This is an optimization exercise on Yosys and OpenROAD, whose aim is small area, a short achievable clock period and few clock cycles per item, not a production implementation. Only simulation tests tie the RTL to the original design; equivalence was not proved.

==> design/flow/design.v <==
module tea_interface(
    input [63:0] in,
    input mode,
    input reset,
    input write,
    input clk,
    output [63:0] out,
    output out_ready
);
    localparam [31:0] DELTA   = 32'h9E3779B9;
    localparam [31:0] NDELTA  = 32'h61C88647;  
    localparam [31:0] SUM_DEC = 32'hC6EF3720;  
    function [31:0] bs(input [31:0] x);
        bs = {x[7:0], x[15:8], x[23:16], x[31:24]};
    endfunction
    wire [31:0] in_y = bs(in[63:32]);
    wire [31:0] in_z = bs(in[31:0]);
    reg [63:0] kp, kq;
    reg        qhi;       
    reg        wk;        
    reg [31:0] a, b, s;
    reg        m;         
    reg        ph;        
    reg        pre, post;  
    reg        busy, rdy;
    always @(posedge clk) begin
        kq <= kp;
        kp <= (reset | wk) ? {in_y, in_z} : kq;
        qhi <= wk ? 1'b1 : ~qhi;
    end
    wire        swp = pre | post;
    wire [31:0] f   = ((b << 4) + kq[63:32]) ^ (b + s) ^ ((b >> 5) + kq[31:0]);
    wire [31:0] fe  = f & {32{~swp}};
    wire [31:0] mm  = {32{m}};
    wire [31:0] nb  = mm ^ ((mm ^ a) + fe);
    wire go   = busy & (swp | (qhi == (m ~^ ph)));
    wire fin  = ph & (s == (m ? DELTA : SUM_DEC));
    always @(posedge clk) begin
        if (reset) begin
            wk   <= 1'b1;
            busy <= 1'b0;
            rdy  <= 1'b0;
        end else begin
            wk <= 1'b0;
            if (write) begin
                busy <= 1'b1;
                rdy  <= 1'b0;
            end else if (go & (post | (~m & ~swp & fin))) begin
                busy <= 1'b0;
                rdy  <= 1'b1;
            end
        end
    end
    always @(posedge clk) begin
        if (write) begin
            a    <= in_y;
            b    <= in_z;
            s    <= mode ? SUM_DEC : DELTA;
            m    <= mode;
            ph   <= 1'b0;
            pre  <= mode;
            post <= 1'b0;
        end else if (go) begin
            a <= b;
            b <= nb;
            if (swp) begin
                pre  <= 1'b0;
                post <= 1'b0;
            end else begin
                ph <= ~ph;
                if (ph) s <= s + (m ? NDELTA : DELTA);
                if (m & fin) post <= 1'b1;
            end
        end
    end
    assign out = {bs(a), bs(b)};
    assign out_ready = rdy;
endmodule
==> design/flow/flow/run.sh <==
#!/bin/bash
# The standard layout, with two changes:
# - timing repair treats paths with less than MARGIN ns of slack as failing,
#   so it speeds up the design below the clock period;
# - the buffer on each input and output port is the smallest buffer.
set -euo pipefail
MARGIN=8
bash standard.sh SETUP_SLACK_MARGIN=$MARGIN \
  "BUFFER_PORTS_ARGS=-buffer_cell sky130_fd_sc_hd__buf_1" \
  finish > standard_finish.log 2>&1
==> design/flow/standard.sh <==
#!/bin/bash
# synth_recipe.tcl (not shown) runs the flow's synth.tcl, then flattens the netlist and writes it again
# the make line also repeats each setting of config.mk as NAME=value (left out here)
make -C /OpenROAD-flow-scripts/flow DESIGN_CONFIG=/design/flow/config.mk WORK_HOME=/design/flow/orfs CLKGATE_MAP_FILE= SYNTH_SCRIPT=/design/flow/synth_recipe.tcl "${@:-finish}"
==> design/flow/config.mk <==
export PLATFORM = sky130hd
export DESIGN_NAME = tea_interface
export DESIGN_NICKNAME = tea_interface
export VERILOG_FILES = /design/flow/design.v
export SDC_FILE = /design/flow/constraint.sdc
export NUM_CORES = 4
export LEC_CHECK = 0
export ABC_AREA = 1
export CAP_MARGIN = 20
export CORE_MARGIN = 2
export CORE_UTILIZATION = 40
export CTS_BUF_LIST = sky130_fd_sc_hd__clkbuf_8
export SLEW_MARGIN = 20
==> design/flow/constraint.sdc <==
create_clock -name core_clock -period 12.0 [get_ports {clk}]
set_input_delay 2.4000 -clock core_clock [delete_from_list [all_inputs] [get_ports {clk}]]
set_output_delay 2.4000 -clock core_clock [all_outputs]
set_load 0.01 [all_outputs]
==> metrics.cfg, run 1 <==
[setup_path]
cp-end-kind = register
cp-start-kind = register
worst_case_register_to_register_setup_slack_ns = 7.44
worst-path-max-fanout = 4
worst_ep_required_time_ns = 12.33
worst_path_arrival_time_ns = 4.90
setup.worst_path.class = reg -> reg

[floorplan]
floorplan.core_area_sq_um = 42000
boundaryPins = 133
die_area_sq_um = 44300
die_w_microns = 210
overall_die_height_microns = 210
core.rowCount = 75
starting_density_of_the_core_pct = 40.6

[global_routing]
number_of_antenna_violations_at_the_first_check_in_global_routing = 0
globalRouteTotalUtil_pct = 27.7
grt_first_pass_wirelength_mm = 92.4
grt-ovfl-total = 0
grt_max_degree = 65
grt_pass1_vias = 15900

[logic_synthesis]
ys_types = 56
post_synth_instance_area_sq_um = 17000
ys_top_cells_by_area = sky130_fd_sc_hd__edfxtp_1, sky130_fd_sc_hd__dfxtp_1, sky130_fd_sc_hd__nand2_1
synth-edff-count = 98
seq_area_frac_synth_pct = 33.0
net_count_after_synthesis = 2454
synth.avg_cell_area_sq_um = 7.63
postSynthCellCount = 2235
yosysWarningCount = 1
synth.ff_latch_count = 232
netlist.top_cell.by_area = sky130_fd_sc_hd__edfxtp_1
ys_dominant_reg_cell = sky130_fd_sc_hd__dfxtp_1
synth_top_area_share_pct = 17.3
postSynth.asyncResetShare_pct = 0

[clock_network]
clock-sinks = 232
numCtsBuffers = 43
holdBufCountCts = 0
clock_root_buffer = sky130_fd_sc_hd__clkbuf_8
clock_tree_from_tritoncts = done
cts-root-to-sink-buffers = 3
insertion_delay_ns = 0.64
cts.clk_slew.worst_paths_ns = 0.06
h-tree-depth = 2

[sta]
slew_violations = 0
worst_slew_margin_relative_to_its_limit_pct = 54.5
totalNegativeSetupSlack_ns = 0
final_critical_path_time_including_i_o_delays_and_setup_ns = 4.56
f_max_mhz = 219
grt_setup_unrepaired = true
tightest_slew_ns = 0.677
setup_violators_final = 0
layout_setup_ws_ns = 7.44
finalHoldWorstSlack_ns = 0.308
worst_clock_skew_ns = 0.0356
finalCritPeriodShare_pct = 38.0
hold_viol_final = 0

[detailed_routing]
first_iter_violations = 1268
detailed_route_wire_length_mm = 63.0
dr.pass1.iters = 6
ant_nets = 0
avgRoutedWirePerCell_microns = 20.6
route.detailed.vias_per_inst = 5.42
detail_route.drc_violations = 0
vias = 16600

[cells_and_area]
fin_nets = 2709
register_area_sq_um = 5630
final.fill_count = 4092
final_cells = 3064
multiInputGateArea_sq_um = 11700
area_growth_pct = 24.7
antennaDiodeCount = 0
share_of_layout_cells_above_drive_strength_1_pct = 19.2

[placement]
globalplace.congestion = 0.987
place.port_buffers = 132
post-place-ws_ns = 6.59
dpl.hpwl_mm = 47.9
total_instance_count_after_detailed_placement = 2872

[outcome]
outcome = complete, no violations

[hold_path]
min_path_type = reg -> reg

[run]
max_cap_viol_count = 0

==> cell families (layout without fill, tap and decap cells) <==
| kind of cell | count (synthesis) | count (layout) | share of synthesized area [%] |
|---|---|---|---|
| muxes | 17 | 17 | 1.12 |
| and+or+nand+nor | 850 | 850 | 21.0 |
| xor gates and xnor gates | 195 | 195 | 10.0 |
| adders and majority gates | 151 | 151 | 11.3 |
| AOI/OAI and AO/OA | 509 | 509 | 17.3 |
| DFF | 232 | 232 | 33.0 |
| buffers and inverters | 281 | 571 | 6.26 |
==> layout make-up <==
class                   count  area share (%)
flip-flops and latches    232            26.5
clock inverters            29           0.841
well taps                 539            3.17
multi-input cells        1722            55.1
inverters                 239            4.30
repair buffers            252            6.83
clock buffers              51            3.30
==> critical path, cell delays in order (launching register included) <==
cell                       delay [ns]
sky130_fd_sc_hd__edfxtp_1        0.43
sky130_fd_sc_hd__buf_6           0.15
sky130_fd_sc_hd__ha_4            0.17
sky130_fd_sc_hd__fa_2            0.41
sky130_fd_sc_hd__nand2_2         0.08
sky130_fd_sc_hd__nand2_2         0.06
sky130_fd_sc_hd__o21ai_4         0.08
sky130_fd_sc_hd__o21ai_4         0.09
sky130_fd_sc_hd__a21oi_4         0.30
sky130_fd_sc_hd__inv_2           0.12
sky130_fd_sc_hd__a21oi_4         0.15
sky130_fd_sc_hd__xor2_2          0.23
sky130_fd_sc_hd__xnor2_2         0.16
sky130_fd_sc_hd__o21ai_1         0.10
sky130_fd_sc_hd__a21oi_2         0.18
sky130_fd_sc_hd__ha_4            0.25
sky130_fd_sc_hd__a21oi_4         0.15
sky130_fd_sc_hd__o21ai_2         0.08
sky130_fd_sc_hd__a21oi_2         0.12
sky130_fd_sc_hd__nand3_2         0.17
sky130_fd_sc_hd__buf_4           0.18
sky130_fd_sc_hd__buf_4           0.13
sky130_fd_sc_hd__buf_6           0.11
sky130_fd_sc_hd__or2_4           0.22
sky130_fd_sc_hd__nand3_2         0.05
sky130_fd_sc_hd__o21ai_1         0.07
==> per-stage QoR <==
stage                     util (%)  area, sq um
after floorplan                  -        17100
after global placement        43.1        18100
after detailed placement      43.1        18100
after CTS                     48.0        20200
after global routing          50.6        21300
final                         50.6        21300
==> registers in the layout, indices dropped and copies added (netlist names) <==
register / cells
b: 32
busy: 1
kq: 64
kp: 64
m: 1
s: 32
ph: 1
qhi: 1
a: 32
post: 1
pre: 1
wk: 1
rdy: 1
==> metal layers <==
metal	wire [microns]	vias up	part of all wire (%)	global-route usage, %
met1	27900	7871	44	37.8
met5	0	-	0	0
met3	4420	130	7.0	3.83
li1	-	8029	-	-
met4	1980	0	3.1	8.69
met2	28700	565	46	45.5
==> worst paths after layout <==
path                   from              end  cells past startpoint
min          kp[13]$_DFF_P_   kq[13]$_DFF_P_                      0
min reg2reg  kp[13]$_DFF_P_   kq[13]$_DFF_P_                      0
max          b[0]$_DFFE_PP_  b[21]$_DFFE_PP_                     25
max reg2reg  b[0]$_DFFE_PP_  b[21]$_DFFE_PP_                     25
==> cell usage after synthesis (all sizes together) (17+ instances only) <==
| library cell | n |
|---|---|
| nor2 | 166 |
| edfxtp | 98 |
| nand2 | 506 |
| nor3 | 18 |
| a21oi | 205 |
| ha | 146 |
| xor2 | 136 |
| a21o | 18 |
| o21ai | 208 |
| clkbuf | 31 |
| nand4 | 21 |
| or2 | 28 |
| xnor2 | 59 |
| mux2 | 17 |
| inv | 238 |
| o21bai | 17 |
| dfxtp | 134 |
| nand3 | 90 |
==> timing repair <==
action / in CTS / in global routing
gates resized for setup: 131 / 159
setup endpoints to repair: 148 / 20
pin swaps: 35 / 68
endpoints found under the hold margin: 0 / 0
buffers inserted: 71 / 41
==> cells in the final DEF, fill, tap and decap left out, drive strengths merged, types with 5 or more instances in the layout <==
master,synthesis,final
a211oi,5,5
a21boi,9,9
a21o,18,18
a21oi,205,205
a221oi,5,5
a31oi,12,12
buf,11,251
clkbuf,31,52
clkinv,1,11
dfxtp,134,134
edfxtp,98,98
fa,5,5
ha,146,146
inv,238,256
mux2,17,17
nand2,506,506
nand3,90,90
nand3b,6,6
nand4,21,21
nor2,166,166
nor3,18,18
nor4,11,11
o21a,13,13
o21ai,208,208
o21bai,17,17
or2,28,28
xnor2,59,59
xor2,136,136
Testbench counts, summed over its fixed seeds: cycles 68,736, items 1,024.
==> run 2: changes to the inputs <==
--- a/design/flow/flow/run.sh
+++ b/design/flow/flow/run.sh
@@ -5,5 +5,5 @@
 # - the buffer on each input and output port is the smallest buffer.
 set -euo pipefail
-MARGIN=8
+MARGIN=7.5
 bash standard.sh SETUP_SLACK_MARGIN=$MARGIN \
   "BUFFER_PORTS_ARGS=-buffer_cell sky130_fd_sc_hd__buf_1" \
--- a/design/flow/config.mk
+++ b/design/flow/config.mk
@@ -10,4 +10,4 @@
 export CORE_MARGIN = 2
 export CORE_UTILIZATION = 40
-export CTS_BUF_LIST = sky130_fd_sc_hd__clkbuf_8
+export CTS_BUF_LIST = sky130_fd_sc_hd__clkbuf_4
 export SLEW_MARGIN = 20
==> metrics.cfg, run 2 <==
[setup_path]
worst_path_arrival_time_ns = 5.14  ; +0.24 ns
critPathBufInv = 2  ; -3
setup.worst_path.class = reg -> reg
worst_ep_required_time_ns = 12.55  ; +0.22 ns
worst-path-max-fanout = 5  ; +1
cp-start-kind = register
cp-end-kind = register
startpoint = b[15]$_DFFE_PP_
r2r-start = b[15]$_DFFE_PP_
cp_cell_sequence = ha_1 > a21o_1 > a31oi_1 > o21ai_0 > a21oi_2 > o21ai_2 > xor2_2 > inv_1 > nand2_1 > a21oi_1 > nor2_1 > ha_1 > a21oi_1 > inv_1 > a21oi_1 > o21ai_0 > a21oi_1 > nand2_1 > xor2_1 > nand3_1 > nand3_1 > nand2_1
critical-path-top-cell-by-count = sky130_fd_sc_hd__a21oi_1
timing.critical_path.slowest_cell_delay_ns = 0.55  ; +0.12 ns
path_delay_family = compound AO/OA/AOI/OAI gates
crit_path_top_delay_cell = sky130_fd_sc_hd__edfxtp_1

[hold_path]
timing.hold.worst.start = kp[9]$_DFF_P_
min_path_type = reg -> reg

[cells_and_area]
share_of_layout_cells_above_drive_strength_1_pct = 15.0  ; -4.3 points
reg.largest.list = kp (64), kq (64)
fin_nets = 2681  ; -1.0%
area_growth_pct = 18.0
final_cell_mix = sky130_fd_sc_hd__nand2_1, sky130_fd_sc_hd__inv_1, sky130_fd_sc_hd__o21ai_0, sky130_fd_sc_hd__a21oi_1, sky130_fd_sc_hd__nor2_1
multiInputGateArea_sq_um = 10900  ; -7.0%
final_common_cell = sky130_fd_sc_hd__nand2_1
post-route-cell-area_sq_um = 20100  ; -5.4%
final.fill_count = 4266  ; +4.3%
register_area_sq_um = 5630  ; unchanged

[detailed_routing]
detail_route.drc_violations = 0  ; unchanged
first_iter_violations = 1207  ; -4.8%
dr.pass1.iters = 5  ; -1
vias = 16300  ; -1.5%
detailed_route_wire_length_mm = 59.3  ; -5.9%
route.detailed.vias_per_inst = 5.34  ; -1.5%
avgRoutedWirePerCell_microns = 19.4  ; -5.8%
ant_nets = 0  ; unchanged

[global_routing]
globalRouteTotalUtil_pct = 26.5  ; -1.2 points
number_of_antenna_violations_at_the_first_check_in_global_routing = 2  ; +2
grt_first_pass_wirelength_mm = 88.6  ; -4.1%
grt-ovfl-total = 0  ; unchanged
busiest_layer = met2
grt_max_degree = 65  ; unchanged
grt_use_met2_pct = 43.2  ; -2.4 points
grt_pass1_vias = 15900  ; +0.33%
met3_usage_pct = 4.17  ; +0.34 points
groute.layer.met1.usage_pct = 35.6  ; -2.2 points

[logic_synthesis]
netlist.top_cell.by_area = sky130_fd_sc_hd__edfxtp_1
postSynth.asyncResetShare_pct = 0  ; unchanged
net_count_after_synthesis = 2454  ; unchanged
ys_dominant_reg_cell = sky130_fd_sc_hd__dfxtp_1
synth.avg_cell_area_sq_um = 7.63  ; unchanged
postSynthCellCount = 2235  ; unchanged
yosysWarningCount = 1  ; unchanged
seq_area_frac_synth_pct = 33.0  ; unchanged
ys_types = 56  ; unchanged
synth.ff_latch_count = 232  ; unchanged
post_synth_instance_area_sq_um = 17000  ; unchanged
synth-edff-count = 98  ; unchanged
ys_top_cells_by_area = sky130_fd_sc_hd__edfxtp_1, sky130_fd_sc_hd__dfxtp_1, sky130_fd_sc_hd__nand2_1
synth_top_area_share_pct = 17.3  ; unchanged
yosys.cell_count.top_type = sky130_fd_sc_hd__nand2_1
ys_top_cells_by_count = sky130_fd_sc_hd__nand2_1, sky130_fd_sc_hd__inv_1, sky130_fd_sc_hd__a21oi_1, sky130_fd_sc_hd__o21ai_0, sky130_fd_sc_hd__nor2_1

[floorplan]
core.rowCount = 75  ; unchanged
starting_density_of_the_core_pct = 40.6  ; unchanged
boundaryPins = 133  ; unchanged
die_area_sq_um = 44300  ; unchanged
overall_die_height_microns = 210  ; unchanged
die_w_microns = 210  ; unchanged
floorplan.core_area_sq_um = 42000  ; unchanged

[sta]
slew_violations = 0  ; unchanged
f_max_mhz = 218  ; -0.47%
final_critical_path_time_including_i_o_delays_and_setup_ns = 4.59  ; +0.0214 ns
worst_slew_margin_relative_to_its_limit_pct = 47.3  ; -7.2 points
setup_violators_final = 0  ; unchanged
finalCritPeriodShare_pct = 38.2  ; +0.18 points
tightest_slew_ns = 0.790  ; +0.113 ns
totalNegativeSetupSlack_ns = 0  ; unchanged
grt_setup_unrepaired = true
layout_setup_ws_ns = 7.41  ; -0.0214 ns
hold_viol_final = 0  ; unchanged
worst_clock_skew_ns = 0.0881  ; +0.0525 ns

[placement]
place.port_buffers = 132  ; unchanged
globalplace.congestion = 1.01  ; +2.1%
post-place-ws_ns = 6.60  ; +0.00866 ns
dpl.hpwl_mm = 46.0  ; -4.1%
detailed_place.area_sq_um = 18100  ; about the same

[outcome]
outcome = complete, no violations

[clock_network]
clock-sinks = 232  ; unchanged
insertion_delay_ns = 0.83  ; +0.19 ns
holdBufCountCts = 0  ; unchanged
numCtsBuffers = 69  ; +60%
clock_root_buffer = sky130_fd_sc_hd__clkbuf_4
clock_tree_from_tritoncts = done
h-tree-depth = 3  ; +1
cts.clk_slew.worst_paths_ns = 0.07  ; about the same
cts-root-to-sink-buffers = 3  ; unchanged

[run]
max_cap_viol_count = 0  ; unchanged

run 2: cells by family after synthesis:
family	synth area share [%]
compound gates	17.3
xor+xnor	10.0
fa+ha+maj	11.3
buf+inv	6.26
flops	33.0
mux	1.12
simple gates	21.0
run 2: worst paths after layout:
check	endpoint	slack [ns]	depth (start not counted)
max reg2reg	b[31]$_DFFE_PP_	7.41	22
max	b[31]$_DFFE_PP_	7.41	22
min reg2reg	kq[9]$_DFF_P_	0.29	0
min	kq[9]$_DFF_P_	0.29	0
run 2: final cells by class:
class / count / area share [%]
inverter: 239 / 4.49
tap: 539 / 3.35
antenna: 5 / 0.0622
timing repair buffer: 198 / 5.03
clock buffer: 100 / 3.73
multi-input combinational: 1722 / 54.2
clock inverter: 27 / 1.15
sequential: 232 / 28.0
run 2: stage by stage:
step           instances  hold slack (ns)  util (%)
2_1_floorplan       2235            0.310         -
3_3_place_gp        2872            0.310      43.1
3_5_place_dp        2872            0.312      43.1
4_1_cts             3026            0.293      46.4
5_1_grt             3062            0.300      47.8
6_report            3062            0.292      47.8
run 2: timing repair:
action | CTS | global route
endpoints found under the setup margin | 53 | 40
setup buffers | 27 | 31
resized for setup | 42 | 85
pin swaps | 15 | 31
run 2: routing by layer:
layer,routed length (microns),part of all wire [%]
met5,0,0
met4,1830,3.1
met3,3690,6.2
met2,26800,45
met1,27000,46
==> run 3: changes to the inputs <==
--- a/design/flow/config.mk
+++ b/design/flow/config.mk
@@ -10,4 +10,5 @@
 export CORE_MARGIN = 2
 export CORE_UTILIZATION = 40
-export CTS_BUF_LIST = sky130_fd_sc_hd__clkbuf_4
+export CTS_CLUSTER_DIAMETER = 100
+export CTS_CLUSTER_SIZE = 30
 export SLEW_MARGIN = 20
==> metrics.cfg, run 3 <==
[outcome]
outcome = complete, no violations

[run]
max_cap_viol_count = 0  ; unchanged

[logic_synthesis]
net_count_after_synthesis = 2454  ; unchanged
yosys.cell_count.top_type = sky130_fd_sc_hd__nand2_1
netlist.top_cell.by_area = sky130_fd_sc_hd__edfxtp_1
ys_dominant_reg_cell = sky130_fd_sc_hd__dfxtp_1
ys_top_cells_by_area = sky130_fd_sc_hd__edfxtp_1, sky130_fd_sc_hd__dfxtp_1, sky130_fd_sc_hd__nand2_1
post_synth_instance_area_sq_um = 17000  ; unchanged
synth.ff_latch_count = 232  ; unchanged
ys_top_cells_by_count = sky130_fd_sc_hd__nand2_1, sky130_fd_sc_hd__inv_1, sky130_fd_sc_hd__a21oi_1, sky130_fd_sc_hd__o21ai_0, sky130_fd_sc_hd__nor2_1
seq_area_frac_synth_pct = 33.0  ; unchanged
postSynth.asyncResetShare_pct = 0  ; unchanged
synth.avg_cell_area_sq_um = 7.63  ; unchanged
postSynthCellCount = 2235  ; unchanged
yosysWarningCount = 1  ; unchanged
ys_types = 56  ; unchanged
synth-edff-count = 98  ; unchanged
synth_top_area_share_pct = 17.3  ; unchanged

[floorplan]
boundaryPins = 133  ; unchanged
die_area_sq_um = 44300  ; unchanged
overall_die_height_microns = 210  ; unchanged
starting_density_of_the_core_pct = 40.6  ; unchanged
die_w_microns = 210  ; unchanged
core.rowCount = 75  ; unchanged
floorplan.core_area_sq_um = 42000  ; unchanged

[setup_path]
setup.worst_path.class = reg -> reg
cp-end-kind = register
crit-reg2reg-capture = b[29]$_DFFE_PP_
worst-path-max-fanout = 4  ; -1
critPathCapture = b[29]$_DFFE_PP_
startpoint = b[0]$_DFFE_PP_
worst_case_register_to_register_setup_slack_ns = 7.50  ; +0.09 ns
cp-start-kind = register
reg2regPathDepth = 25  ; +14%
worst_ep_required_time_ns = 12.26  ; -0.29 ns
worst_path_arrival_time_ns = 4.76  ; -0.38 ns
r2r-start = b[0]$_DFFE_PP_

[sta]
hold_viol_final = 0  ; unchanged
tightest_slew_ns = 0.782  ; -0.00814 ns
grt_setup_unrepaired = true
totalNegativeSetupSlack_ns = 0  ; unchanged
setup_violators_final = 0  ; unchanged
finalHoldWorstSlack_ns = 0.328  ; +0.0358 ns
worst_slew_margin_relative_to_its_limit_pct = 47.9  ; +0.54 points
final_critical_path_time_including_i_o_delays_and_setup_ns = 4.50  ; -0.0869 ns
finalCritPeriodShare_pct = 37.5  ; -0.72 points
slew_violations = 0  ; unchanged
worst_clock_skew_ns = 0.0316  ; -0.0566 ns
f_max_mhz = 222  ; +1.9%

[cells_and_area]
register_area_sq_um = 5630  ; unchanged
multiInputGateArea_sq_um = 11300  ; +3.3%
final_core_utilization_pct = 47.7  ; -0.12 points
post-route-cell-area_sq_um = 20100  ; -0.25%
area_growth_pct = 17.7
antennaDiodeCount = 0  ; -5
share_of_layout_cells_above_drive_strength_1_pct = 14.6  ; -0.35 points
final_cell_mix = sky130_fd_sc_hd__nand2_1, sky130_fd_sc_hd__inv_1, sky130_fd_sc_hd__o21ai_0, sky130_fd_sc_hd__a21oi_1, sky130_fd_sc_hd__nor2_1
reg.largest.list = kp (64), kq (64)
fin_nets = 2639  ; -1.6%
final.fill_count = 4201  ; -1.5%
final_common_cell = sky130_fd_sc_hd__nand2_1

[global_routing]
globalRouteTotalUtil_pct = 25.9  ; -0.61 points
grt_max_degree = 65  ; unchanged
grt_first_pass_wirelength_mm = 87.5  ; -1.2%
grt_pass1_vias = 15300  ; -3.6%
grt-ovfl-total = 0  ; unchanged
number_of_antenna_violations_at_the_first_check_in_global_routing = 0  ; -2

[clock_network]
insertion_delay_ns = 0.53  ; -0.30 ns
h-tree-depth = 1  ; -2
cts.clk_slew.worst_paths_ns = 0.11  ; +0.04 ns
clock_tree_from_tritoncts = done
numCtsBuffers = 14  ; -80%
cts-root-to-sink-buffers = 3  ; unchanged
clock-sinks = 232  ; unchanged
clock_root_buffer = sky130_fd_sc_hd__clkbuf_16

[placement]
detailed_place.area_sq_um = 18100  ; unchanged
dpl.hpwl_mm = 46.0  ; unchanged
place.port_buffers = 132  ; unchanged
globalplace.congestion = 1.01  ; unchanged

[detailed_routing]
detail_route.drc_violations = 0  ; unchanged
route.detailed.vias_per_inst = 5.44  ; +1.9%
detailed_route_wire_length_mm = 59.2  ; -0.22%
ant_nets = 0  ; unchanged
dr.pass1.iters = 5  ; unchanged
first_iter_violations = 1148  ; -4.9%
avgRoutedWirePerCell_microns = 19.9  ; +3.0%
vias = 16100  ; -1.2%

[hold_path]
min_path_type = reg -> reg

-- run 3: worst max-delay path: stages, from the launching register on --
cell                       delay (ns)
sky130_fd_sc_hd__edfxtp_1        0.51
sky130_fd_sc_hd__ha_2            0.24
sky130_fd_sc_hd__fa_2            0.34
sky130_fd_sc_hd__nand2_1         0.10
sky130_fd_sc_hd__nand2_2         0.07
sky130_fd_sc_hd__o21ai_2         0.11
sky130_fd_sc_hd__o21ai_4         0.11
sky130_fd_sc_hd__nand3_2         0.10
sky130_fd_sc_hd__nand2_4         0.07
sky130_fd_sc_hd__buf_4           0.15
sky130_fd_sc_hd__a21oi_4         0.21
sky130_fd_sc_hd__xor2_2          0.21
sky130_fd_sc_hd__o21ai_0         0.10
sky130_fd_sc_hd__a21oi_1         0.17
sky130_fd_sc_hd__ha_2            0.34
sky130_fd_sc_hd__a21oi_4         0.17
sky130_fd_sc_hd__o21ai_1         0.11
sky130_fd_sc_hd__a21oi_1         0.19
sky130_fd_sc_hd__nand3_2         0.17
sky130_fd_sc_hd__nand2_2         0.10
sky130_fd_sc_hd__nand2_1         0.10
sky130_fd_sc_hd__nand3_1         0.10
sky130_fd_sc_hd__nand3_1         0.08
sky130_fd_sc_hd__or2_1           0.21
sky130_fd_sc_hd__nand3_1         0.06
sky130_fd_sc_hd__o21ai_0         0.09
-- run 3: metal layers --
layer  part of all wire (%)  vias to the layer above  global-route usage [%]
met5                      0                        -                       0
met4                    2.4                        0                    5.95
met3                    5.6                       78                    2.62
met2                     46                      524                    43.6
met1                     46                     7658                    36.0
li1                       -                     7876                       -
-- run 3: cells by family after synthesis --
family	after synthesis	share of synthesized area, %
fa+ha+maj	151	11.3
flops	232	33.0
xor+xnor	195	10.0
buf+inv	281	6.26
mux	17	1.12
compound gates	509	17.3
simple gates	850	21.0
-- run 3: area by class of cell --
cell class | count | share of cell area, %
Clock buffer | 16 | 1.94
Sequential cell | 232 | 28.0
Inverter | 239 | 4.52
Clock inverter | 8 | 0.511
Multi-Input combinational cell | 1722 | 56.1
Timing Repair Buffer | 211 | 5.51
Tap cell | 539 | 3.36
-- run 3: what timing repair did --
| action | in CTS | in global routing |
|---|---|---|
| hold buffers | 0 | 0 |
| gates cloned | 0 | 0 |
| resized for setup | 24 | 173 |
| setup endpoints to repair | 103 | 18 |
| pin swaps | 12 | 47 |
| setup buffers | 30 | 41 |
-- run 3: how the worst min path moves through the flow --
stage	from	end	slack, ns	cells past startpoint
floorplan	kp[0]$_DFF_P_	kq[0]$_DFF_P_	0.31	0
global placement	kp[7]$_DFF_P_	kq[7]$_DFF_P_	0.31	0
detailed placement	kp[10]$_DFF_P_	kq[10]$_DFF_P_	0.31	0
CTS	kp[35]$_DFF_P_	kq[35]$_DFF_P_	0.33	0
global route	kp[35]$_DFF_P_	kq[35]$_DFF_P_	0.34	0
finish	kp[35]$_DFF_P_	kq[35]$_DFF_P_	0.33	0
-- run 3: through the flow --
| step | setup slack [ns] | instances |
|---|---|---|
| detailed placement | 6.60 | 2872 |
| floorplan | 7.58 | 2235 |
| global route | 7.31 | 2967 |
| finish | 7.50 | 2967 |
| global placement | 6.68 | 2872 |
| CTS | 7.33 | 2926 |
==> run 4: changes to the inputs <==
--- a/design/flow/design.v
+++ b/design/flow/design.v
@@ -30,8 +30,14 @@
     end
     wire        swp = pre | post;
-    wire [31:0] f   = ((b << 4) + kq[63:32]) ^ (b + s) ^ ((b >> 5) + kq[31:0]);
+    wire [31:0] t1, t2, t3;
+    padd #(32) u1 (b << 4, kq[63:32], 1'b0, t1, );
+    padd #(32) u2 (b, s, 1'b0, t2, );
+    padd #(32) u3 (b >> 5, kq[31:0], 1'b0, t3, );
+    wire [31:0] f   = t1 ^ t2 ^ t3;
     wire [31:0] fe  = f & {32{~swp}};
     wire [31:0] mm  = {32{m}};
-    wire [31:0] nb  = mm ^ ((mm ^ a) + fe);
+    wire [31:0] nbr;
+    padd #(32) u4 (mm ^ a, fe, 1'b0, nbr, );
+    wire [31:0] nb  = mm ^ nbr;
     wire go   = busy & (swp | (qhi == (m ~^ ph)));
     wire fin  = ph & (s == (m ? DELTA : SUM_DEC));
@@ -77,2 +83,30 @@
     assign out_ready = rdy;
 endmodule
+module padd #(parameter W = 32) (
+    input  [W-1:0] a,
+    input  [W-1:0] b,
+    input          ci,
+    output [W-1:0] s,
+    output         co
+);
+    reg [W-1:0] p, g, gp, pp;
+    integer l, i, j;
+    always @* begin
+        p = a ^ b;
+        g = a & b;
+        g[0] = g[0] | (p[0] & ci);
+        gp = g;
+        pp = p;
+        for (l = 0; (1 << l) < W; l = l + 1) begin
+            for (i = W - 1; i >= 0; i = i - 1) begin
+                j = ((i >> l) & 1) ? ((i >> l) << l) - 1 : -1;
+                if (j >= 0) begin
+                    gp[i] = gp[i] | (pp[i] & gp[j]);
+                    pp[i] = pp[i] & pp[j];
+                end
+            end
+        end
+    end
+    assign s  = p ^ {gp[W-2:0], ci};
+    assign co = gp[W-1];
+endmodule
--- a/design/flow/config.mk
+++ b/design/flow/config.mk
@@ -10,5 +10,5 @@
 export CORE_MARGIN = 2
 export CORE_UTILIZATION = 40
-export CTS_CLUSTER_DIAMETER = 100
+export CTS_CLUSTER_DIAMETER = 80
 export CTS_CLUSTER_SIZE = 30
 export SLEW_MARGIN = 20
==> metrics.cfg, run 4 <==
[global_routing]
grt_first_pass_wirelength_mm = 70.2  ; -20%
grt_pass1_vias = 13000  ; -15%
globalRouteTotalUtil_pct = 21.7  ; -4.2 points
grt-ovfl-total = 0  ; unchanged
number_of_antenna_violations_at_the_first_check_in_global_routing = 0  ; unchanged
grt_max_degree = 74  ; +14%

[setup_path]
cp-end-kind = register
cp_cell_sequence = clkbuf_2 > buf_4 > buf_4 > nor2_1 > clkinvlp_4 > buf_4
cp-start-kind = input port
crit_path_top_delay_cell = sky130_fd_sc_hd__clkinvlp_4
worst_ep_required_time_ns = 12.17  ; -0.09 ns
timing.critical_path.slowest_cell_delay_ns = 0.60  ; +0.09 ns
setup.worst_path.class = in -> reg
worst-path-max-fanout = 37  ; +33
path_delay_family = buffers and inverters
critical-path-top-cell-by-count = sky130_fd_sc_hd__buf_4
worst_path_arrival_time_ns = 4.69  ; -0.07 ns
critPathBufInv = 5  ; +4

[logic_synthesis]
synth.avg_cell_area_sq_um = 8.06  ; +5.7%
synth_top_area_share_pct = 18.6  ; +1.4 points
seq_area_frac_synth_pct = 35.6  ; +2.6 points
netlist.top_cell.by_area = sky130_fd_sc_hd__edfxtp_1
yosys.cell_count.top_type = sky130_fd_sc_hd__nand2_1
ys_dominant_reg_cell = sky130_fd_sc_hd__dfxtp_1
net_count_after_synthesis = 2191  ; -11%
yosysWarningCount = 2  ; +1
ys_top_cells_by_count = sky130_fd_sc_hd__nand2_1, sky130_fd_sc_hd__inv_1, sky130_fd_sc_hd__ha_1, sky130_fd_sc_hd__o21ai_0, sky130_fd_sc_hd__dfxtp_1
postSynthCellCount = 1961  ; -12%
postSynth.asyncResetShare_pct = 0  ; unchanged
ys_top_cells_by_area = sky130_fd_sc_hd__edfxtp_1, sky130_fd_sc_hd__dfxtp_1, sky130_fd_sc_hd__ha_1
post_synth_instance_area_sq_um = 15800  ; -7.3%
ys_types = 54  ; -3.6%
synth.ff_latch_count = 232  ; unchanged
synth-edff-count = 98  ; unchanged

[clock_network]
numCtsBuffers = 19  ; +5
clock_tree_from_tritoncts = done
insertion_delay_ns = 0.54  ; about the same
cts-root-to-sink-buffers = 3  ; unchanged
cts.clk_slew.worst_paths_ns = 0.08  ; -0.03 ns
h-tree-depth = 1  ; unchanged
clock_root_buffer = sky130_fd_sc_hd__clkbuf_16
clock-sinks = 232  ; unchanged
holdBufCountCts = 0  ; unchanged

[floorplan]
core.rowCount = 72  ; -4.0%
floorplan.core_area_sq_um = 38800  ; -7.6%
die_area_sq_um = 41100  ; -7.2%
boundaryPins = 133  ; unchanged
starting_density_of_the_core_pct = 40.7  ; +0.16 points
overall_die_height_microns = 203  ; -3.6%
die_w_microns = 203  ; -3.6%

[detailed_routing]
avgRoutedWirePerCell_microns = 17.2  ; -14%
vias = 13700  ; -15%
dr.pass1.iters = 5  ; unchanged
first_iter_violations = 994  ; -13%
detail_route.drc_violations = 0  ; unchanged
ant_nets = 0  ; unchanged
detailed_route_wire_length_mm = 45.7  ; -23%
route.detailed.vias_per_inst = 5.15  ; -5.3%

[cells_and_area]
area_growth_pct = 15.9
final_core_utilization_pct = 47.2  ; -0.55 points
share_of_layout_cells_above_drive_strength_1_pct = 12.0  ; -2.7 points
final_cell_mix = sky130_fd_sc_hd__nand2_1, sky130_fd_sc_hd__inv_1, sky130_fd_sc_hd__ha_1, sky130_fd_sc_hd__dfxtp_1
final_cells = 2657  ; -10%
post-route-cell-area_sq_um = 18300  ; -8.7%
fin_nets = 2357  ; -11%
reg.largest.list = kp (64), kq (64)
final.fill_count = 3827  ; -8.9%
final_common_cell = sky130_fd_sc_hd__nand2_1
antennaDiodeCount = 0  ; unchanged

[run]
max_cap_viol_count = 0  ; unchanged

[hold_path]
min_path_type = reg -> reg

[sta]
worst_clock_skew_ns = 0.0211  ; -0.0105 ns
grt_setup_unrepaired = true
setup_violators_final = 0  ; unchanged
finalCritPeriodShare_pct = 37.7  ; +0.18 points
hold_viol_final = 0  ; unchanged
worst_slew_margin_relative_to_its_limit_pct = 43.6  ; -4.2 points
totalNegativeSetupSlack_ns = 0  ; unchanged
final_critical_path_time_including_i_o_delays_and_setup_ns = 4.52  ; +0.0211 ns
f_max_mhz = 221  ; -0.47%
layout_setup_ws_ns = 7.48  ; -0.0211 ns
tightest_slew_ns = 0.844  ; +0.0618 ns
slew_violations = 0  ; unchanged

[placement]
place.port_buffers = 132  ; unchanged
total_instance_count_after_detailed_placement = 2583  ; -10%
post-place-ws_ns = 6.89  ; +0.283 ns
dpl.hpwl_mm = 33.5  ; -27%
detailed_place.area_sq_um = 16900  ; -6.8%
globalplace.congestion = 0.909  ; -9.8%

[outcome]
outcome = complete, no violations

[run 4: metrics by stage]
step	hold WS, ns
floorplan	0.310
global placement	0.311
detailed placement	0.312
CTS	0.328
global route	0.333
finish	0.323
[run 4: layout make-up]
class | count | area, sq um | share of cell area (%)
clock buffer | 22 | 497 | 2.71
clock inverter | 11 | 183 | 0.997
inverter | 249 | 943 | 5.15
multi-input combinational | 1440 | 9500 | 51.8
sequential | 232 | 5630 | 30.7
tap | 518 | 648 | 3.54
timing repair buffer | 185 | 922 | 5.04
[run 4: cell families after synthesis]
group	after synthesis	synth area share, %
AND/OR/NAND/NOR	734	19.9
multiplexers	19	1.35
adder cells (fa/ha/maj)	162	13.8
AO/OA/AOI/OAI	377	14.2
XOR/XNOR	148	8.25
buffers and inverters	289	6.94
flip-flops	232	35.6
[run 4: layer usage]
metal  track usage [%]  share of wire, %  vias up
li1                  -                 -     6846
met1              29.3                46     6385
met2              36.4                46      380
met3              2.71               5.1       66
met4              6.31               2.9        0
met5                 0                 0        -
[run 4: path summary, 6_finish.rpt]
path                                     start               to  slack (ns)  cells past startpoint
worst max-delay path                     write  b[12]$_DFFE_PP_        7.48                      6
worst min-delay path            kp[59]$_DFF_P_   kq[59]$_DFF_P_        0.32                      0
worst max register to register  b[5]$_DFFE_PP_  b[31]$_DFFE_PP_        7.51                     26
worst min register to register  kp[59]$_DFF_P_   kq[59]$_DFF_P_        0.32                      0
[run 4: repair_timing]
item	4_1_cts	5_1_grt
setup endpoints to repair	55	55
pin swaps	10	54
resized for setup	17	91
buffers inserted	20	21
[run 4: worst reg2reg max path: cells and delay by family (launching register included)]
family          cells  cell delay (ns)
xor+xnor            2             0.38
simple gates       10             0.75
buf+inv             2             0.33
flops               1             0.41
compound gates      9             1.41
fa+ha+maj           3             0.94
Testbench counts of run 4, summed over its fixed seeds: cycles 68,736, items 1,024.
==> run 5: changes to the inputs <==
--- a/design/flow/config.mk
+++ b/design/flow/config.mk
@@ -12,3 +12,4 @@
 export CTS_CLUSTER_DIAMETER = 80
 export CTS_CLUSTER_SIZE = 30
+export PLACE_DENSITY = 0.75
 export SLEW_MARGIN = 20
==> metrics.cfg, run 5 <==
[outcome]
outcome = complete, no violations

[detailed_routing]
dr.pass1.iters = 6  ; +1
route.detailed.vias_per_inst = 5.21  ; +1.2%
ant_nets = 0  ; unchanged
detailed_route_wire_length_mm = 45.1  ; -1.3%
detail_route.drc_violations = 0  ; unchanged
avgRoutedWirePerCell_microns = 16.8  ; -2.0%
first_iter_violations = 1005  ; +1.1%
vias = 13900  ; +1.9%

[clock_network]
clock-sinks = 232  ; unchanged
insertion_delay_ns = 0.55  ; about the same
clock_root_buffer = sky130_fd_sc_hd__clkbuf_16
clock_tree_from_tritoncts = done
h-tree-depth = 1  ; unchanged
cts.clk_slew.worst_paths_ns = 0.11  ; +0.03 ns
cts-root-to-sink-buffers = 3  ; unchanged
numCtsBuffers = 17  ; -2

[setup_path]
r2r-start = b[0]$_DFFE_PP_
startpoint = b[0]$_DFFE_PP_
cp-end-kind = register
worst_case_register_to_register_setup_slack_ns = 7.50  ; about the same
worst_ep_required_time_ns = 12.28  ; +0.11 ns
worst-path-max-fanout = 3  ; -92%
timing.critical_path.slowest_cell_delay_ns = 0.46  ; -0.14 ns
crit_path_top_delay_cell = sky130_fd_sc_hd__edfxtp_1
cp-start-kind = register
critical-path-top-cell-by-count = sky130_fd_sc_hd__nand2_1
setup.worst_path.class = reg -> reg
worst_path_arrival_time_ns = 4.78  ; +0.09 ns

[floorplan]
boundaryPins = 133  ; unchanged
die_area_sq_um = 41100  ; unchanged
overall_die_height_microns = 203  ; unchanged
die_w_microns = 203  ; unchanged
starting_density_of_the_core_pct = 40.7  ; unchanged
floorplan.core_area_sq_um = 38800  ; unchanged
core.rowCount = 72  ; unchanged

[sta]
totalNegativeSetupSlack_ns = 0  ; unchanged
grt_setup_unrepaired = true
f_max_mhz = 222  ; +0.47%
worst_clock_skew_ns = 0.0374  ; +0.0163 ns
finalHoldWorstSlack_ns = 0.310  ; -0.0124 ns
setup_violators_final = 0  ; unchanged
finalCritPeriodShare_pct = 37.5  ; -0.18 points
slew_violations = 0  ; unchanged
tightest_slew_ns = 1.04  ; +0.197 ns
final_critical_path_time_including_i_o_delays_and_setup_ns = 4.50  ; -0.0212 ns
hold_viol_final = 0  ; unchanged
worst_slew_margin_relative_to_its_limit_pct = 30.6  ; -13 points

[cells_and_area]
final_cell_mix = sky130_fd_sc_hd__nand2_1, sky130_fd_sc_hd__inv_1, sky130_fd_sc_hd__ha_1, sky130_fd_sc_hd__dfxtp_1, sky130_fd_sc_hd__buf_1
final.fill_count = 3643  ; -4.8%
register_area_sq_um = 5630  ; unchanged
multiInputGateArea_sq_um = 9570  ; +0.75%
final_core_utilization_pct = 47.7  ; +0.54 points
final_common_cell = sky130_fd_sc_hd__nand2_1
antennaDiodeCount = 0  ; unchanged
area_growth_pct = 17.2
reg.largest.list = kp (64), kq (64)
fin_nets = 2378  ; +0.89%
share_of_layout_cells_above_drive_strength_1_pct = 13.2  ; +1.2 points

[hold_path]
min_path_type = reg -> reg
timing.hold.worst.start = kp[35]$_DFF_P_

[logic_synthesis]
yosys.cell_count.top_type = sky130_fd_sc_hd__nand2_1
net_count_after_synthesis = 2191  ; unchanged
synth.ff_latch_count = 232  ; unchanged
ys_dominant_reg_cell = sky130_fd_sc_hd__dfxtp_1
synth-edff-count = 98  ; unchanged
post_synth_instance_area_sq_um = 15800  ; unchanged
ys_top_cells_by_area = sky130_fd_sc_hd__edfxtp_1, sky130_fd_sc_hd__dfxtp_1, sky130_fd_sc_hd__ha_1
netlist.top_cell.by_area = sky130_fd_sc_hd__edfxtp_1
seq_area_frac_synth_pct = 35.6  ; unchanged
ys_types = 54  ; unchanged
ys_top_cells_by_count = sky130_fd_sc_hd__nand2_1, sky130_fd_sc_hd__inv_1, sky130_fd_sc_hd__ha_1, sky130_fd_sc_hd__o21ai_0, sky130_fd_sc_hd__dfxtp_1
synth_top_area_share_pct = 18.6  ; unchanged
yosysWarningCount = 2  ; unchanged
postSynth.asyncResetShare_pct = 0  ; unchanged
postSynthCellCount = 1961  ; unchanged
synth.avg_cell_area_sq_um = 8.06  ; unchanged

[placement]
dpl.hpwl_mm = 32.6  ; -2.7%
place.port_buffers = 132  ; unchanged
globalplace.congestion = 0.927  ; +2.0%

[global_routing]
number_of_antenna_violations_at_the_first_check_in_global_routing = 0  ; unchanged
globalRouteTotalUtil_pct = 21.5  ; -0.25 points
grt_max_degree = 90  ; +22%
grt-ovfl-total = 0  ; unchanged
grt_pass1_vias = 13300  ; +2.5%
grt_first_pass_wirelength_mm = 70.0  ; -0.20%

[run]
max_cap_viol_count = 0  ; unchanged

-- run 5: changes by cell type in the layout (fill, tap and decap cells not counted), moves of 3 or more --
cell | previous run | this run
sky130_fd_sc_hd__nand2_2 | 30 | 25
sky130_fd_sc_hd__xor2_1 | 94 | 97
sky130_fd_sc_hd__nor2_1 | 110 | 106
sky130_fd_sc_hd__clkinv_16 | 3 | 0
sky130_fd_sc_hd__nand2_4 | 8 | 12
sky130_fd_sc_hd__xor2_2 | 4 | 1
sky130_fd_sc_hd__buf_4 | 49 | 68
sky130_fd_sc_hd__buf_6 | 2 | 7
sky130_fd_sc_hd__a21oi_2 | 21 | 17
sky130_fd_sc_hd__nor2_2 | 4 | 9
sky130_fd_sc_hd__xnor2_2 | 6 | 10
sky130_fd_sc_hd__inv_12 | 1 | 6
sky130_fd_sc_hd__xnor2_1 | 44 | 40
-- run 5: final cells by class --
cell class	count	share of cell area [%]
repair buffers	208	5.94
multi-input cells	1440	51.6
flip-flops and latches	232	30.4
inverters	249	5.11
well taps	518	3.50
clock inverters	13	1.13
clock buffers	17	2.30
-- run 5: worst paths after layout --
| check | endpoint | depth (start not counted) |
|---|---|---|
| setup / recovery | b[31]$_DFFE_PP_ | 28 |
| hold reg to reg | kq[35]$_DFF_P_ | 0 |
| hold / removal | kq[35]$_DFF_P_ | 0 |
| setup reg to reg | b[31]$_DFFE_PP_ | 28 |
-- run 5: kinds of logic (layout without fill, tap and decap cells) --
kind of cell / Yosys count / after routing / synth area share, %
simple gates: 734 / 734 / 19.9
compound gates: 377 / 377 / 14.2
buf+inv: 289 / 487 / 6.94
flops: 232 / 232 / 35.6
fa+ha+maj: 162 / 162 / 13.8
xor+xnor: 148 / 148 / 8.25
mux: 19 / 19 / 1.35
-- run 5: timing repair --
action	CTS	global route
buffers inserted	25	41
resized for setup	47	85
pin swaps	24	75
endpoints found under the setup margin	39	32
hold buffers	0	0
-- run 5: metrics by stage --
stage | instances | setup WS [ns] | instance area, sq um
floorplan | 1961 | 7.64 | 15800
global placement | 2581 | 6.83 | 16900
detailed placement | 2581 | 6.75 | 16900
CTS | 2636 | 7.37 | 17900
global route | 2677 | 7.28 | 18500
finish | 2677 | 7.50 | 18500
-- run 5: per-layer routing --
| metal | GRT usage [%] | vias to the layer above | share of wire (%) |
|---|---|---|---|
| met4 | 7.25 | 0 | 3.0 |
| li1 | - | 6888 | - |
| met3 | 2.87 | 82 | 5.9 |
| met2 | 36.0 | 407 | 47 |
| met5 | 0 | - | 0 |
| met1 | 28.5 | 6564 | 44 |
-- run 5: critical path: cells and delay by family, from the launching register on --
kind	cells	cell delay [ns]
buffers and inverters	1	0.06
and+or+nand+nor	17	1.34
xor gates and xnor gates	2	0.42
DFF	1	0.46
adders and majority gates	3	0.90
AOI/OAI and AO/OA	5	1.00
==> run 6: changes to the inputs <==
--- a/design/flow/config.mk
+++ b/design/flow/config.mk
@@ -10,6 +10,5 @@
 export CORE_MARGIN = 2
 export CORE_UTILIZATION = 40
-export CTS_CLUSTER_DIAMETER = 80
-export CTS_CLUSTER_SIZE = 30
-export PLACE_DENSITY = 0.75
+export CTS_CLUSTER_DIAMETER = 60
+export CTS_CLUSTER_SIZE = 20
 export SLEW_MARGIN = 20
==> metrics.cfg, run 6 <==
[outcome]
outcome = complete, no violations

[clock_network]
clock_tree_from_tritoncts = done
clock-sinks = 232  ; unchanged
cts-root-to-sink-buffers = 3  ; unchanged
cts.clk_slew.worst_paths_ns = 0.07  ; -0.04 ns
clock_root_buffer = sky130_fd_sc_hd__clkbuf_16
insertion_delay_ns = 0.57  ; +0.02 ns
numCtsBuffers = 26  ; +9
holdBufCountCts = 0  ; unchanged
h-tree-depth = 1  ; unchanged

[sta]
worst_clock_skew_ns = 0.0144  ; -0.0231 ns
f_max_mhz = 223  ; +0.18%
grt_setup_unrepaired = true
tightest_slew_ns = 0.842  ; -0.199 ns
finalCritPeriodShare_pct = 37.4  ; -0.066 points
worst_slew_margin_relative_to_its_limit_pct = 43.7  ; +13 points
setup_violators_final = 0  ; unchanged
slew_violations = 0  ; unchanged
hold_viol_final = 0  ; unchanged
finalHoldWorstSlack_ns = 0.327  ; +0.0164 ns
final_critical_path_time_including_i_o_delays_and_setup_ns = 4.49  ; -0.00788 ns
totalNegativeSetupSlack_ns = 0  ; unchanged

[floorplan]
starting_density_of_the_core_pct = 40.7  ; unchanged
die_area_sq_um = 41100  ; unchanged
boundaryPins = 133  ; unchanged
floorplan.core_area_sq_um = 38800  ; unchanged
die_w_microns = 203  ; unchanged
overall_die_height_microns = 203  ; unchanged
core.rowCount = 72  ; unchanged

[detailed_routing]
detailed_route_wire_length_mm = 45.6  ; +1.1%
route.detailed.vias_per_inst = 5.10  ; -2.0%
avgRoutedWirePerCell_microns = 17.0  ; +0.87%
detail_route.drc_violations = 0  ; unchanged
first_iter_violations = 1014  ; +0.90%
ant_nets = 0  ; unchanged
vias = 13700  ; -1.8%
dr.pass1.iters = 5  ; -1

[cells_and_area]
register_area_sq_um = 5630  ; unchanged
antennaDiodeCount = 0  ; unchanged
multiInputGateArea_sq_um = 9480  ; -0.94%
fin_nets = 2375  ; -0.13%
area_growth_pct = 18.1
final.fill_count = 3784  ; +3.9%
reg.largest.list = kp (64), kq (64)
final_cell_mix = sky130_fd_sc_hd__nand2_1, sky130_fd_sc_hd__inv_1, sky130_fd_sc_hd__dfxtp_1, sky130_fd_sc_hd__ha_1
share_of_layout_cells_above_drive_strength_1_pct = 12.9  ; -0.31 points
final_cells = 2683  ; +0.22%
final_common_cell = sky130_fd_sc_hd__nand2_1

[setup_path]
crit_path_top_delay_cell = sky130_fd_sc_hd__clkinvlp_4
path_delay_family = buffers and inverters
setup.worst_path.class = in -> reg
critical-path-top-cell-by-count = sky130_fd_sc_hd__buf_4
r2r-start = b[5]$_DFFE_PP_
cp-end-kind = register
worst-path-max-fanout = 37  ; +34
startpoint = write
cp_cell_sequence = clkbuf_2 > buf_4 > buf_4 > nor2_1 > clkinvlp_4 > buf_4
critPathBufInv = 5  ; +4
worst_ep_required_time_ns = 12.20  ; -0.08 ns
timing.critical_path.slowest_cell_delay_ns = 0.60  ; +0.14 ns
worst_path_arrival_time_ns = 4.69  ; -0.09 ns
cp-start-kind = input port

[logic_synthesis]
post_synth_instance_area_sq_um = 15800  ; unchanged
ys_types = 54  ; unchanged
yosysWarningCount = 2  ; unchanged
postSynthCellCount = 1961  ; unchanged
ys_dominant_reg_cell = sky130_fd_sc_hd__dfxtp_1
synth.ff_latch_count = 232  ; unchanged
synth.avg_cell_area_sq_um = 8.06  ; unchanged
postSynth.asyncResetShare_pct = 0  ; unchanged
synth_top_area_share_pct = 18.6  ; unchanged
yosys.cell_count.top_type = sky130_fd_sc_hd__nand2_1
synth-edff-count = 98  ; unchanged
ys_top_cells_by_area = sky130_fd_sc_hd__edfxtp_1, sky130_fd_sc_hd__dfxtp_1, sky130_fd_sc_hd__ha_1
seq_area_frac_synth_pct = 35.6  ; unchanged
netlist.top_cell.by_area = sky130_fd_sc_hd__edfxtp_1
net_count_after_synthesis = 2191  ; unchanged
ys_top_cells_by_count = sky130_fd_sc_hd__nand2_1, sky130_fd_sc_hd__inv_1, sky130_fd_sc_hd__ha_1, sky130_fd_sc_hd__o21ai_0, sky130_fd_sc_hd__dfxtp_1

[placement]
total_instance_count_after_detailed_placement = 2583  ; +0.077%
dpl.hpwl_mm = 33.5  ; +2.8%
globalplace.congestion = 0.909  ; -1.9%
place.port_buffers = 132  ; unchanged

[global_routing]
number_of_antenna_violations_at_the_first_check_in_global_routing = 0  ; unchanged
globalRouteTotalUtil_pct = 21.7  ; +0.22 points
grt_max_degree = 74  ; -18%
grt-ovfl-total = 0  ; unchanged
grt_pass1_vias = 13100  ; -2.0%
grt_first_pass_wirelength_mm = 70.2  ; +0.23%

[run]
max_cap_viol_count = 0  ; unchanged

[hold_path]
timing.hold.worst.start = kp[20]$_DFF_P_
min_path_type = reg -> reg

run 6: what timing repair did:
action / in CTS / in global routing
setup buffers: 19 / 33
endpoints found under the setup margin: 45 / 54
hold endpoints to repair: 0 / 0
resized for setup: 16 / 92
pin swaps: 9 / 45
run 6: path summary, 6_finish.rpt:
check                          to  slack, ns  cells past startpoint
setup / recovery   b[1]$_DFFE_PP_       7.51                      6
setup reg to reg  b[16]$_DFFE_PP_       7.53                     24
hold / removal     kq[20]$_DFF_P_       0.33                      0
hold reg to reg    kq[20]$_DFF_P_       0.33                      0
run 6: layout make-up:
type | count | share of cell area, %
Multi-Input combinational cell | 1440 | 50.8
Sequential cell | 232 | 30.1
Timing Repair Buffer | 196 | 5.46
Inverter | 249 | 5.05
Clock buffer | 29 | 3.77
Tap cell | 518 | 3.47
Clock inverter | 19 | 1.33
run 6: metrics by stage:
stage	util (%)	area [sq um]	worst slack (ns)
finish	48.1	18700	7.51
global route	48.1	18700	7.31
CTS	46.5	18000	7.49
detailed placement	43.5	16900	6.89
global placement	43.5	16900	6.91
floorplan	-	15800	7.64
run 6: layer usage:
layer,vias up,GRT usage (%),wire [microns]
li1,6898,-,-
met1,6387,29.4,21000
met2,341,36.5,21100
met3,60,2.70,2440
met4,0,5.79,1110
met5,-,0,0
run 6: kinds of logic after synthesis:
logic type	Yosys count	synth area share [%]
flip-flops	232	35.6
multiplexers	19	1.35
AND/OR/NAND/NOR	734	19.9
buffers and inverters	289	6.94
XOR/XNOR	148	8.25
AO/OA/AOI/OAI	377	14.2
adder cells (fa/ha/maj)	162	13.8
==> run 7: changes to the inputs <==
--- a/design/flow/flow/run.sh
+++ b/design/flow/flow/run.sh
@@ -5,5 +5,5 @@
 # - the buffer on each input and output port is the smallest buffer.
 set -euo pipefail
-MARGIN=7.5
+MARGIN=8
 bash standard.sh SETUP_SLACK_MARGIN=$MARGIN \
   "BUFFER_PORTS_ARGS=-buffer_cell sky130_fd_sc_hd__buf_1" \
==> metrics.cfg, run 7 <==
[sta]
f_max_mhz = 224  ; +0.48%
finalCritPeriodShare_pct = 37.2  ; -0.18 points
hold_viol_final = 0  ; unchanged
finalHoldWorstSlack_ns = 0.316  ; -0.0106 ns
final_critical_path_time_including_i_o_delays_and_setup_ns = 4.47  ; -0.0216 ns
totalNegativeSetupSlack_ns = 0  ; unchanged
worst_slew_margin_relative_to_its_limit_pct = 27.4  ; -16 points
setup_violators_final = 0  ; unchanged
tightest_slew_ns = 1.08  ; +0.240 ns
layout_setup_ws_ns = 7.53  ; +0.0216 ns
grt_setup_unrepaired = true
worst_clock_skew_ns = 0.0278  ; +0.0134 ns
slew_violations = 0  ; unchanged

[setup_path]
worst_ep_required_time_ns = 12.29  ; +0.09 ns
critical-path-top-cell-by-count = sky130_fd_sc_hd__fa_2
startpoint = b[5]$_DFFE_PP_
worst-path-max-fanout = 3  ; -92%
reg2regPathDepth = 21  ; -13%
r2r-start = b[5]$_DFFE_PP_
cp_cell_sequence = ha_2 > inv_2 > fa_2 > nand3b_1 > nand2_2 > nand3_2 > nand2_4 > inv_4 > fa_2 > xor2_2 > o21ai_1 > a21oi_1 > ha_1 > nand2_1 > nor2_2 > nand3_2 > nand2_4 > inv_2 > fa_2 > xor2_1 > o21ai_1
path_delay_family = adder cells
timing.critical_path.slowest_cell_delay_ns = 0.52  ; -0.08 ns
cp-start-kind = register
crit_path_top_delay_cell = sky130_fd_sc_hd__fa_2
setup.worst_path.class = reg -> reg
cp-end-kind = register
critPathBufInv = 3  ; -2
cell_count_along_the_critical_path = 21  ; +15
worst_path_arrival_time_ns = 4.76  ; +0.07 ns

[cells_and_area]
area_growth_pct = 19.2
final_cells = 2693  ; +0.37%
final.fill_count = 3752  ; -0.85%
final_common_cell = sky130_fd_sc_hd__nand2_1
antennaDiodeCount = 0  ; unchanged
share_of_layout_cells_above_drive_strength_1_pct = 14.0  ; +1.1 points
final_cell_mix = sky130_fd_sc_hd__nand2_1, sky130_fd_sc_hd__inv_1, sky130_fd_sc_hd__ha_1, sky130_fd_sc_hd__dfxtp_1, sky130_fd_sc_hd__buf_1
reg.largest.list = kp (64), kq (64)
fin_nets = 2385  ; +0.42%

[global_routing]
grt_max_degree = 70  ; -5.4%
number_of_antenna_violations_at_the_first_check_in_global_routing = 0  ; unchanged
globalRouteTotalUtil_pct = 22.4  ; +0.69 points
grt-ovfl-total = 0  ; unchanged
grt_pass1_vias = 13300  ; +2.0%
grt_first_pass_wirelength_mm = 72.3  ; +2.9%

[hold_path]
min_path_cells = 0  ; unchanged
timing.hold.worst.start = kp[50]$_DFF_P_
min_path_type = reg -> reg

[floorplan]
floorplan.core_area_sq_um = 38800  ; unchanged
die_area_sq_um = 41100  ; unchanged
overall_die_height_microns = 203  ; unchanged
starting_density_of_the_core_pct = 40.7  ; unchanged
die_w_microns = 203  ; unchanged
core.rowCount = 72  ; unchanged
boundaryPins = 133  ; unchanged

[logic_synthesis]
synth_top_area_share_pct = 18.6  ; unchanged
synth.avg_cell_area_sq_um = 8.06  ; unchanged
ys_top_cells_by_count = sky130_fd_sc_hd__nand2_1, sky130_fd_sc_hd__inv_1, sky130_fd_sc_hd__ha_1, sky130_fd_sc_hd__o21ai_0, sky130_fd_sc_hd__dfxtp_1
net_count_after_synthesis = 2191  ; unchanged
ys_top_cells_by_area = sky130_fd_sc_hd__edfxtp_1, sky130_fd_sc_hd__dfxtp_1, sky130_fd_sc_hd__ha_1
yosysWarningCount = 2  ; unchanged
ys_types = 54  ; unchanged
postSynthCellCount = 1961  ; unchanged
netlist.top_cell.by_area = sky130_fd_sc_hd__edfxtp_1
postSynth.asyncResetShare_pct = 0  ; unchanged
post_synth_instance_area_sq_um = 15800  ; unchanged
yosys.cell_count.top_type = sky130_fd_sc_hd__nand2_1
ys_dominant_reg_cell = sky130_fd_sc_hd__dfxtp_1
synth-edff-count = 98  ; unchanged
seq_area_frac_synth_pct = 35.6  ; unchanged
synth.ff_latch_count = 232  ; unchanged

[detailed_routing]
met3_wirelength_mm = 2.46  ; +0.90%
detailed_route_wire_length_mm = 46.9  ; +2.9%
vias = 13900  ; +1.3%
avgRoutedWirePerCell_microns = 17.4  ; +2.5%
route.detailed.vias_per_inst = 5.15  ; +0.96%
top_layer_used = met4
detailroute.wirelength.met2_mm = 22.0  ; +4.3%
dr.pass1.iters = 7  ; +2
ant_nets = 0  ; unchanged
first_iter_violations = 995  ; -1.9%
wl_met1_mm = 21.3  ; +1.4%
detail_route.drc_violations = 0  ; unchanged

[clock_network]
holdBufCountCts = 0  ; unchanged
clock-sinks = 232  ; unchanged
numCtsBuffers = 26  ; unchanged
clock_tree_from_tritoncts = done
cts-root-to-sink-buffers = 3  ; unchanged
h-tree-depth = 1  ; unchanged
cts.clk_slew.worst_paths_ns = 0.08  ; about the same
clock_root_buffer = sky130_fd_sc_hd__clkbuf_16
insertion_delay_ns = 0.57  ; about the same

[placement]
total_instance_count_after_detailed_placement = 2583  ; unchanged
globalplace.congestion = 0.901  ; -0.89%
place.port_buffers = 132  ; unchanged
post-place-ws_ns = 6.94  ; +0.0567 ns
dpl.hpwl_mm = 34.4  ; +2.8%

[run]
max_cap_viol_count = 0  ; unchanged

[outcome]
outcome = complete, no violations

## run 7: layout make-up
type | count | area [sq um] | share of cell area, %
Inverter | 249 | 947 | 5.03
Clock buffer | 32 | 736 | 3.91
Timing Repair Buffer | 205 | 1080 | 5.75
Sequential cell | 232 | 5630 | 29.9
Multi-Input combinational cell | 1440 | 9590 | 50.9
Timing Repair inverter | 1 | 5.00 | 0.0266
Tap cell | 518 | 648 | 3.44
Clock inverter | 16 | 200 | 1.06
## run 7: path summary, 6_finish.rpt
path	end	slack (ns)
hold reg to reg	kq[50]$_DFF_P_	0.32
hold / removal	kq[50]$_DFF_P_	0.32
setup reg to reg	b[16]$_DFFE_PP_	7.53
setup / recovery	b[16]$_DFFE_PP_	7.53
## run 7: cells by family (layout without fill, tap and decap cells)
group | count (synthesis) | in the layout | share of synthesized area, %
AOI/OAI and AO/OA | 377 | 377 | 14.2
xor gates and xnor gates | 148 | 148 | 8.25
adders and majority gates | 162 | 162 | 13.8
buffers and inverters | 289 | 503 | 6.94
DFF | 232 | 232 | 35.6
muxes | 19 | 19 | 1.35
and+or+nand+nor | 734 | 734 | 19.9
## run 7: stage by stage
| stage | util (%) | instance area, sq um |
|---|---|---|
| CTS | 47.5 | 18400 |
| finish | 48.5 | 18800 |
| global placement | 43.6 | 16900 |
| detailed placement | 43.6 | 16900 |
| global route | 48.5 | 18800 |
| floorplan | - | 15900 |
## run 7: layer usage
layer / up-vias / global-route usage [%]
li1: 6921 / -
met1: 6515 / 29.9
met2: 360 / 37.8
met3: 73 / 3.11
met4: 0 / 6.20
met5: - / 0
## run 7: repair_timing
item	CTS	global route
endpoints found under the setup margin	107	67
pin swaps	42	47
setup buffers	39	22
gates cloned	1	0
resized for setup	80	48

[what the ideal ports hide]
The results above use ideal ports. As a check the final layouts listed here were re-extracted and re-timed, cells and wires unchanged.
Step 1: set_driving_cell puts a clkbuf_16 on clk and a buf_2 on each other input, an assumption about the parent block.
Step 2 also shifts input and output timing later by t, the mid clock arrival at the registers, as if the neighbouring blocks saw the same clock.
a / b / c = no drivers / after step 1 / after step 2; a / b = the first two.
| run | t (ns) | slack for setup (ns) | worst setup path at the end | cell pins on the clock port's net |
|---|---|---|---|---|
| run 1 | 0.679 | 7.436 / 7.436 / 7.436 | register to register | 1 |
| run 2 | 0.840 | 7.414 / 7.414 / 7.277 | input to register | 1 |
| run 3 | 0.578 | 7.501 / 7.501 / 7.139 | input to register | 1 |
| run 4 | 0.583 | 7.480 / 7.508 / 6.925 | input to register | 1 |
| run 5 | 0.584 | 7.501 / 7.501 / 7.341 | input to register | 1 |
| run 6 | 0.617 | 7.509 / 7.533 / 6.925 | input to register | 1 |
| run 7 | 0.609 | 7.531 / 7.531 / 7.531 | register to register | 1 |
After both steps every run listed still meets setup and hold. For run 6, which loses most, drivers alone change the setup slack by +0.024 ns; drivers and shift together by -0.584 ns.
